This design comes from an exercise in tuning for a short achievable clock period and few clock cycles per item on the open sky130 flow, not from production work.
RTL that was checked went through simulation tests only; none was proved equivalent to the original.
No activity file was given, so power comes from the tool's default toggle rates.

## before
## CPU
module CPU (clk, reset, in, out, N, V, Z, w, mem_cmd, mem_addr, reg_out);
	input clk, reset;
	input [15:0] in;
	output logic [15:0] out;
	output logic N, V, Z, w;
	output logic [1:0] mem_cmd;
	output logic [8:0] mem_addr;
	output logic [127:0] reg_out;
	logic [15:0] R [0:7];
	logic halted;
	logic [8:0] MAS, MAT, MAO;
	logic       SEL_S, SEL_T;
	wire  [8:0] MA = SEL_S ? MAS : SEL_T ? MAT : MAO;
	logic       MST;        
	logic       FT;         
	logic       W;
	logic [8:0] fa;         
	logic [8:0] ia;         
	logic       inv;        
	logic        SBV;
	logic [8:0]  SBA;
	logic [15:0] SBD;       
	logic [15:0] IR;
	logic        IRv;
	logic [15:0] A;         
	logic [15:0] B;         
	logic [15:0] SD;        
	logic [8:0]  TGT;       
	logic [7:0]  PP;        
	logic        TK;        
	logic [8:0]  RT;        
	logic E_LDR, E_STR, E_REDIR, E_CMP, E_HALT, E_WE, E_WSLOW;
	logic [2:0] E_WA;
	logic [8:0] E_FV;       
	logic       ldwb;       
	logic       BV;
	logic [8:0] BPC, BTGT;
	logic       PF;
	logic       LDF;        
	logic       STL;        
	logic [2:0] ld_rd;
	assign mem_addr = MA;
	assign mem_cmd  = MST ? 2'b10 : 2'b01;
	assign out      = SBD;
	assign w        = W;
	genvar gi;
	generate
		for (gi = 0; gi < 8; gi = gi + 1) begin : g_ro
  ...
Size in the first run: about 2800 cells after synthesis, ~350 flip-flops, ~180 I/O pins, roughly 27000 um2 of cells after synthesis.
clock: 7.0 ns
lec_check: 0
abc_clock_period_in_ps: 2000
cap_margin: 20
core_margin: 2
core_utilization: 40
setup_slack_margin: 4.5
slew_margin: 20
tns_end_percent: 100
run.sh (not shown) runs the stock make flow with config.mk's settings and CLKGATE_MAP_FILE= SYNTH_SCRIPT=/design/flow/synth_recipe.tcl, a recipe that flattens the netlist after the stock synthesis.
before finished every stage and its layout cleared the timing, design-rule and antenna checks.
Testbench counts of before, summed over its fixed seeds: cycles 8,963, instrs 6,884.
For after, these inputs were changed with respect to before:
- a change of SETUP_SLACK_MARGIN from 4.5 to 5.0
==> comparison <==
Overall via count from detail_route deteriorates in after relative to before.
Looking at power, after sits about 2% higher than before does.
after ended up with more standard cells than before.
Looking only at combinational power, and setting everything else aside, the higher value of before and after goes to after.
Detailed route wirelength on metal2, before and after: larger value in after
Between before and after, the difference in sequential power is negligible.
Clock group share of total power sits lower in after than in before.

---

CPU, a different RTL version from the one above (not shown whole).
Size: roughly 1,800 cells after synthesis, roughly 260 flip-flops, ~18,000 um^2 of cells after synthesis.
clock: 7.0 ns
lec_check: 0
abc_clock_period_in_ps: 3000
cap_margin: 20
core_margin: 2
core_utilization: 40
setup_slack_margin: 4.0
slew_margin: 20
tns_end_percent: 100
Testbench counts at the start, summed over its fixed seeds: cycles 9,396, instrs 6,884.
Edit:
ABC_CLOCK_PERIOD_IN_PS = 2500   (was 3000)
SETUP_SLACK_MARGIN = 4.5   (was 4.0)
The changed run finished with timing, DRC and antenna clean.
Routed wire length rises by 6.7%.
Non-clock buffer count rises by 133.
Sequential power barely changes.
Setup slack gains 0.23 ns.

---

the reference run:
CPU, a different RTL version from the one above (not shown whole).
Size: about 2700 cells after synthesis, about 25000 um2 of cells after synthesis.
Settings: LEC_CHECK=0, ABC_CLOCK_PERIOD_IN_PS=2500, CAP_MARGIN=20, CORE_MARGIN=2, CORE_UTILIZATION=40, SETUP_SLACK_MARGIN=4.5, SLEW_MARGIN=20, TNS_END_PERCENT=100; clock period 7.0 ns.
The final layout from the reference run, which completed every stage, passed the timing, design-rule and antenna checks at the end of the flow.
## Diff of input files: the trial run against the reference run
- SETUP_SLACK_MARGIN now 3.8, was 4.5
- ABC_CLOCK_PERIOD_IN_PS now 2000, was 2500
Findings:
Non-clock buffer area fraction after layout in the trial run is 5.6 points lower than in the reference run
Summary of the trial run over the reference run: total power divided by cell area rose by 2.7%, number of placed instances, taps included stayed essentially flat.
The reference run → the trial run: fraction of area in multi-input gates picked up an extra 2.6 points, top achievable clock speed has increased, logic depth of the worst setup path including buffers went down by 1.
The trial run vs the reference run — routed wire length dropped by more than 10%
The trial run vs. the reference run: final instance count without filler cells went down by about 6%.
Of the trial run and the reference run, the lower sequential share of layout area belongs to the reference run.
The trial run: global-route usage lower than the reference run
No run of this note included a check of the RTL's function; only the layout flow was run.

---

oak:
Another version of the RTL of CPU (not shown whole).
Size in the first run: about 3200 cells after synthesis, ~360 flip-flops, ~180 I/O pins, ~31000 um2 of cells after synthesis.
// CPU
module CPU (clk, reset, in, out, N, V, Z, w, mem_cmd, mem_addr, reg_out);
export LEC_CHECK = 0
export ABC_CLOCK_PERIOD_IN_PS = 2000
export CAP_MARGIN = 20
export CORE_MARGIN = 2
export CORE_UTILIZATION = 30
export SETUP_SLACK_MARGIN = 4.5
export SLEW_MARGIN = 20
export TNS_END_PERCENT = 100
create_clock -name core_clock -period 7.0 [get_ports {clk}]
Testbench counts of oak, summed over its fixed seeds: cycles 8,963, instrs 6,884.
diff inputs: oak => pine
- a change of CORE_UTILIZATION from 30 to 22
Notes after the runs:
The run showing the smaller post-route worst setup slack is pine. Taking oak as the reference, in pine die area up 38000 um2, share of the core filled with cells down 12 points. On pine: share of cells above drive strength 1 is 0.55 points lower than what oak gave. The run showing the greater wire length is pine. In pine, the cell depth of the worst setup path came out 1 above the value in oak.

---

Another version of the RTL of CPU (not shown whole).
Size: about 2900 cells after synthesis, about 350 flip-flops, about 180 I/O pins.
clock: 7.0 ns
lec_check: 0
abc_clock_period_in_ps: 2000
cap_margin: 20
core_margin: 2
core_utilization: 40
setup_slack_margin: 4.5
slew_margin: 20
tns_end_percent: 100
Change:
- SETUP_SLACK_MARGIN: 4.5 -> 3.4
- TNS_END_PERCENT: 100 -> 20
Result: The changed run ran to the end with no violations; critical path depth climbs by 2; via count drops by 14%; maximum frequency drops by 6.6%; cell area drops by 22%; clock-buffer cell count drops by 3.
Change:
- SETUP_SLACK_MARGIN: 3.4 -> 3.8
- TNS_END_PERCENT: 20 -> 100
Result: Combinational power is higher by about 25%; worst hold slack degrades by 8.1 ps; total power is higher by about 12%; worst setup slack improves by 74 ps; maximum frequency is higher by about 1.9%; routed wire length is higher by about 7%; synthesized cell count does not change; final area is higher by 9.9%; utilization is higher by 4.7 points; sequential share of layout area is lower by 2.6 points.
Function was not checked in any run of this note: the RTL went through the layout flow alone.

[afterwards: timing with drivers on the ports]
In the flow no input, the clock included, has a driving cell. The finished layouts below were timed again as built, in two steps.
Step 1 assumes that a clkbuf_16 drives the clock port and a buf_2 every other input.
Step 2, shift: input delay + t, output delay - t, t = (earliest + latest rising clock arrival at the registers) / 2. This alone moves slack from input paths to output paths.
Slacks: ideal / step 1 / step 2; pairs: ideal / step 1.
run	t, ns	setup WS [ns]	worst setup path after step 2	latest minus earliest clock arrival (ns)	slew at the worst register clock pin (ns)
before	0.655	3.394 / 3.234 / 2.579	input to register	0.035 / 0.035	0.07 / 0.07
after	0.655	3.261 / 3.123 / 2.469	input to register	0.031 / 0.031	0.07 / 0.07
the first run of note 2	0.645	2.376 / 2.376 / 1.825	input to register	0.026 / 0.026	0.07 / 0.07
the second run of note 2	0.608	2.601 / 2.601 / 2.134	input to register	0.028 / 0.028	0.07 / 0.07
the reference run	0.635	2.724 / 2.735 / 2.100	input to register	0.036 / 0.036	0.06 / 0.06
the trial run	0.643	2.772 / 2.743 / 2.100	input to register	0.041 / 0.041	0.07 / 0.07
oak	0.673	3.597 / 3.498 / 2.824	input to register	0.027 / 0.027	0.07 / 0.07
pine	0.676	3.567 / 3.529 / 2.852	input to register	0.023 / 0.023	0.08 / 0.08
the first run of note 5	0.663	3.243 / 3.243 / 2.655	input to register	0.064 / 0.063	0.07 / 0.07
the second run of note 5	0.639	2.978 / 2.978 / 2.483	input to register	0.063 / 0.063	0.07 / 0.07
the third run of note 5	0.663	3.052 / 3.052 / 2.500	input to register	0.039 / 0.039	0.07 / 0.07
After both steps setup and hold are still met in every run listed. For before, which loses most, drivers alone change the setup slack by -0.160 ns; drivers and shift together by -0.815 ns.
